This is an optimization exercise on Yosys and OpenROAD, whose aim is small area and a short achievable clock period, not a production implementation. In this exercise RTL edits were held to simulation tests only and were not proved equivalent to the original. No activity file was given, so power comes from the tool's default toggle rates.

Design PE, start of the top module:
module PE (
    input clk,
    input rst,
    input logic [31:0] PE_in_a,
    input logic [31:0] PE_in_b,
    output logic [31:0] PE_out_r
);
    logic [4:0] pm;      
    logic [5:0] pa;      
    logic       run;     
    always @(posedge clk or negedge rst) begin
        if (!rst) begin
            pm  <= 5'b00001;
            pa  <= 6'b000001;
            run <= 1'b0;
        end
        else begin
            pm <= {pm[3:0], pm[4]};
            pa <= {pa[4:0], pa[5]};
            if (pa[5])
                run <= 1'b1;
        end
    end
    logic [31:0] prod;
    fp_mult uut_1 (.clk(clk),
                   .load(pm[0]),
                   .first(pm[1]),
                   .store(pm[1] & ~pa[2]),
                   .a(PE_in_a),
                   .b(PE_in_b),
                   .result(prod));
    fp_add uut_2 (.clk(clk),
                  .rst(rst),
                  .add(pa[3]),
                  .update(pa[5] & run),
                  .run(run),
                  .b(prod),
                  .sum(PE_out_r));
endmodule
Size in the first run: roughly 1800 cells after synthesis, roughly 300 flip-flops, ~98 I/O pins, about 18000 um2 of cells after synthesis.
==> flow/config.mk <==
export PLATFORM = sky130hd
export DESIGN_NAME = PE
export DESIGN_NICKNAME = PE
export VERILOG_FILES = /design/flow/design.v
export SDC_FILE = /design/flow/constraint.sdc
export NUM_CORES = 4
export LEC_CHECK = 0
export CAP_MARGIN = 20
export CORE_MARGIN = 2
export CORE_UTILIZATION = 40
export CTS_BUF_LIST = sky130_fd_sc_hd__clkbuf_8
export CTS_CLUSTER_DIAMETER = 60
export CTS_CLUSTER_SIZE = 16
export SLEW_MARGIN = 20
==> flow/constraint.sdc <==
create_clock -name core_clock -period 12.0 [get_ports {clk}]
set_input_delay 2.4000 -clock core_clock [delete_from_list [all_inputs] [get_ports {clk}]]
set_output_delay 2.4000 -clock core_clock [all_outputs]
set_load 0.01 [all_outputs]
standard.sh (not shown) runs the stock make flow with config.mk's settings and CLKGATE_MAP_FILE= SYNTH_SCRIPT=/design/flow/synth_recipe.tcl, a recipe that flattens the netlist after the stock synthesis.
==> flow/flow/run.sh <==
#!/bin/bash
set -euo pipefail
bash standard.sh finish SETUP_SLACK_MARGIN=8.5 "BUFFER_PORTS_ARGS=-buffer_cell sky130_fd_sc_hd__buf_2" > flow.log 2>&1
The baseline produced a clean layout.
Rerun with:
==> flow/flow/run.sh (replaced) <==
#!/bin/bash
set -euo pipefail
bash standard.sh finish SETUP_SLACK_MARGIN=8.5 > flow.log 2>&1
CTS_BUF_LIST = unset   (was sky130_fd_sc_hd__clkbuf_8)
CTS_CLUSTER_DIAMETER = unset   (was 60)
CTS_CLUSTER_SIZE = unset   (was 16)
The changed run passed the timing, DRC and antenna checks.
Setup slack gains 0.15 ns.
Global-route usage rose by 1.2 points.
Power climbs by about a fifth.
Register-to-register slack is about the same.
Clock skew shrinks by 0.014 ns.
Core utilization is higher by 1.6 points.
Routed wire length grows by a few percent.
Hold slack degrades by 0.013 ns.
Final cell count is about the same.


PE, a different RTL version from the one above (not shown whole).
For scale: roughly 1700 cells after synthesis, roughly 260 flip-flops, about 98 I/O pins.
Settings: LEC_CHECK=0, CAP_MARGIN=20, CORE_MARGIN=2, CORE_UTILIZATION=55, CTS_CLUSTER_DIAMETER=80, CTS_CLUSTER_SIZE=24, SETUP_SLACK_MARGIN=5, SLEW_MARGIN=20; clock period 12.0 ns.
run.sh (not shown) runs the stock make flow with config.mk's settings and CLKGATE_MAP_FILE= SYNTH_SCRIPT=/design/flow/synth_recipe.tcl, a recipe that flattens the netlist after the stock synthesis.
Stock flow here: none of the scripts above is used.
Rerun with:
==> flow/flow/run.sh (new file) <==
#!/bin/bash
set -euo pipefail
bash standard.sh finish SETUP_SLACK_MARGIN=8.4 "BUFFER_PORTS_ARGS=-buffer_cell sky130_fd_sc_hd__buf_2" SYNTH_KEEP_MODULES=fp_fa > flow.log 2>&1
==> flow/standard.sh (new file) <==
#!/bin/bash
# synth_recipe.tcl (not shown) runs the flow's synth.tcl, then flattens the netlist and writes it again
# the make line also repeats each setting of config.mk as NAME=value (left out here)
make -C /OpenROAD-flow-scripts/flow DESIGN_CONFIG=/design/flow/config.mk WORK_HOME=/design/flow/orfs CLKGATE_MAP_FILE= SYNTH_SCRIPT=/design/flow/synth_recipe.tcl "${@:-finish}"
--- a/flow/config.mk
+++ b/flow/config.mk
@@ -11,4 +11,4 @@
 export CTS_CLUSTER_DIAMETER = 80
 export CTS_CLUSTER_SIZE = 24
-export SETUP_SLACK_MARGIN = 5
 export SLEW_MARGIN = 20
+export TNS_END_PERCENT = 30
removed: flow/run.sh
=> The new run produced a clean layout. Design area falls by 2.9%. Worst setup slack is better by 0.41 ns. Clock-buffer cell count is unchanged. Clock power goes down by 6.2%.


== wip/pepper ==
PE again, from the RTL that the note above started with.
==> flow/config.mk <==
export PLATFORM = sky130hd
export DESIGN_NAME = PE
export DESIGN_NICKNAME = PE
export VERILOG_FILES = /design/flow/design.v
export SDC_FILE = /design/flow/constraint.sdc
export NUM_CORES = 4
export LEC_CHECK = 0
export CAP_MARGIN = 20
export CORE_MARGIN = 2
export CORE_UTILIZATION = 55
export CTS_CLUSTER_DIAMETER = 80
export CTS_CLUSTER_SIZE = 24
export SLEW_MARGIN = 20
export TNS_END_PERCENT = 60
==> flow/constraint.sdc <==
create_clock -name core_clock -period 12.0 [get_ports {clk}]
set_input_delay 2.4000 -clock core_clock [delete_from_list [all_inputs] [get_ports {clk}]]
set_output_delay 2.4000 -clock core_clock [all_outputs]
set_load 0.01 [all_outputs]
standard.sh (not shown) runs the stock make flow with config.mk's settings and CLKGATE_MAP_FILE= SYNTH_SCRIPT=/design/flow/synth_recipe.tcl, a recipe that flattens the netlist after the stock synthesis.
==> flow/flow/run.sh <==
#!/bin/bash
set -euo pipefail
bash standard.sh finish SETUP_SLACK_MARGIN=8.4 "BUFFER_PORTS_ARGS=-buffer_cell sky130_fd_sc_hd__buf_2" SYNTH_KEEP_MODULES=fp_fa > flow.log 2>&1
wip/pepper | stages: all done | timing, DRC, antenna: all pass
## Diff of input files: wip/quartz against wip/pepper
- CORE_UTILIZATION: 55 -> 50
- TNS_END_PERCENT: 60 -> unset
Notes after the runs:
wip/quartz did not stop at any stage, and its layout met the timing, DRC and antenna checks.
Run comparison: wip/quartz launch point of the critical path uut_2.sum[21]$_DFFE_PN0P_; wip/pepper launch point of the critical path uut_2.sum[9]$_DFFE_PN0P_
Going from wip/pepper to wip/quartz, the time the worst path needs with I/O delays and setup was found to have gone down by 0.063 ns.
Cell internal power dissipation in wip/quartz is 0.87% above wip/pepper.
Going from wip/pepper to wip/quartz, setup slack of the most critical reg-to-reg path shows an increase of 0.03 ns, global routing usage summed across all routing layers shows a reduction of 1.6 points, power per standard cell area shows a reduction of about 0.53%, non-clock buffer share of cell area shows an increase of 0.47 points.
#### Input delta (wip/xenon over wip/quartz)
- a change of CORE_UTILIZATION from 50 to 55
==> flow/flow/run.sh <==
#!/bin/bash
set -euo pipefail
bash standard.sh finish SETUP_SLACK_MARGIN=8.5 "BUFFER_PORTS_ARGS=-buffer_cell sky130_fd_sc_hd__buf_2" SYNTH_KEEP_MODULES=fp_fa > flow.log 2>&1
### Flow results
Number of search-and-repair iterations in the first detailed-routing pass ended up 1 lower on wip/xenon than on wip/quartz. The worst hold margin on wip/xenon is in line with that on wip/quartz. Changes observed in wip/xenon relative to wip/quartz: clock network fraction of total power now smaller, number of flops mapped to enable cells by yosys roughly the same.
Changes in wip/tundra relative to wip/xenon:
==> flow/flow/run.sh <==
#!/bin/bash
set -euo pipefail
bash standard.sh finish SETUP_SLACK_MARGIN=8.45 "BUFFER_PORTS_ARGS=-buffer_cell sky130_fd_sc_hd__buf_2" SYNTH_KEEP_MODULES=fp_fa > flow.log 2>&1
### Flow results
wip/tundra reached the end of the flow, and the finished layout is clean on the timing, DRC and antenna checks.
Of wip/tundra and wip/xenon, the run reporting the lower global-route wire length before repair was wip/xenon.
Max fmax across wip/tundra and wip/xenon: wip/tundra
Final clock period utilization by the worst path delta (wip/xenon -> wip/tundra): insignificant
Taking wip/tundra over wip/xenon, the non-clock buffer total of the final layout ratio works out to 0.918.
wip/xenon → wip/tundra: relative area change from synthesis to final layout dropped 1.7 points, wire length on met3 lower, clock-buffer cell count -1, pre-CTS worst setup slack picked up an extra 0.053 ns, core utilization lower.
The wire length reported by the detailed router number comes out lower for wip/tundra vs wip/xenon.


== job 102 ==
PE with an RTL version that a note above also has.
Size: ~300 flip-flops, roughly 98 I/O pins, ~18000 um2 of cells after synthesis.
clock: 12.0 ns
lec_check: 0
cap_margin: 20
core_margin: 2
core_utilization: 40
cts_cluster_diameter: 80
cts_cluster_size: 24
slew_margin: 20
==> flow/flow/run.sh <==
#!/bin/bash
set -euo pipefail
bash standard.sh finish SETUP_SLACK_MARGIN=8.5 "BUFFER_PORTS_ARGS=-buffer_cell sky130_fd_sc_hd__buf_2" > flow.log 2>&1
Job 102 finished all stages; the layout is clean.
The following lists how job 105 was set up differently from job 102:
--- a/flow/config.mk
+++ b/flow/config.mk
@@ -11,2 +10,0 @@
-export CTS_CLUSTER_DIAMETER = 80
-export CTS_CLUSTER_SIZE = 24
==> comparison <==
- On clock power, job 105 does worse than job 102.
- On sequential portion of the cell area, the higher figure sits with job 102, not job 105.
- Job 102 has a lower switching power total than job 105.
- Between job 105 and job 102, the difference in average vias per placed instance is negligible.


PE, a different RTL version from the one above (not shown whole).
Size in the first run: about 1800 cells after synthesis, ~210 flip-flops, roughly 98 I/O pins, roughly 17000 sq um of cells after synthesis.
clock: 12.0 ns
lec_check: 0
abc_clock_period_in_ps: 3500
cap_margin: 20
core_margin: 2
core_utilization: 40
slew_margin: 20
run.sh (not shown) runs the stock make flow with config.mk's settings and CLKGATE_MAP_FILE= SYNTH_SCRIPT=/design/flow/synth_recipe.tcl, a recipe that flattens the netlist after the stock synthesis.
Stock flow here: none of the scripts above is used.
Next try:
SETUP_SLACK_MARGIN = 5   (was not set)
Outcome: The new run completed without violations; sequential share of layout area hardly moves; clock power stays flat; hold slack hardly moves; design area stays flat; non-clock buffer count is unchanged; routed wire length increases slightly.
Next try:
ABC_CLOCK_PERIOD_IN_PS = not set   (was 3500)
SETUP_SLACK_MARGIN = not set   (was 5)
Routed wire length decreases by 0.32%.
Cell count is about the same.
Area after synthesis is unchanged.
Synthesized cell count stays the same.
Global-route usage barely changes.

## static timing again, ports no longer ideal
The results above use ideal ports. As a check the final layouts listed here were re-extracted and re-timed, cells and wires unchanged.
Step 1 assumes that a clkbuf_16 drives the clock port and a buf_2 every other input.
Step 2 times the ports against the registers' clock, not the clock port: input delays grow and output delays shrink by t, the midpoint of the rising clock arrivals with the driver on.
a / b / c = no drivers / after step 1 / after step 2; a / b = the first two.
run | shift t [ns] | setup WS [ns] | pins driven straight from the clock port
the first run of note 1 | 0.695 | 8.308 / 8.257 / 8.722 | 1
the second run of note 1 | 0.587 | 8.456 / 8.402 / 8.713 | 1
the first run of note 2 | 0.575 | 7.942 / 7.887 / 7.616 | 1
the second run of note 2 | 0.579 | 8.349 / 8.295 / 8.088 | 1
wip/pepper | 0.562 | 8.373 / 8.318 / 8.092 | 1
wip/quartz | 0.561 | 8.435 / 8.384 / 8.067 | 1
wip/xenon | 0.560 | 8.466 / 8.415 / 8.103 | 1
wip/tundra | 0.557 | 8.478 / 8.427 / 8.104 | 1
job 102 | 0.594 | 8.421 / 8.368 / 8.737 | 1
job 105 | 0.591 | 8.436 / 8.382 / 8.710 | 1
the first run of note 5 | 0.603 | 4.745 / 4.745 / 4.745 | 1
the second run of note 5 | 0.605 | 5.511 / 5.511 / 5.511 | 1
the third run of note 5 | 0.603 | 4.745 / 4.745 / 4.745 | 1
After both steps every run listed still meets setup and hold. The setup slack of wip/tundra, which loses most, moves by -0.051 ns with the drivers and by -0.374 ns with both steps.
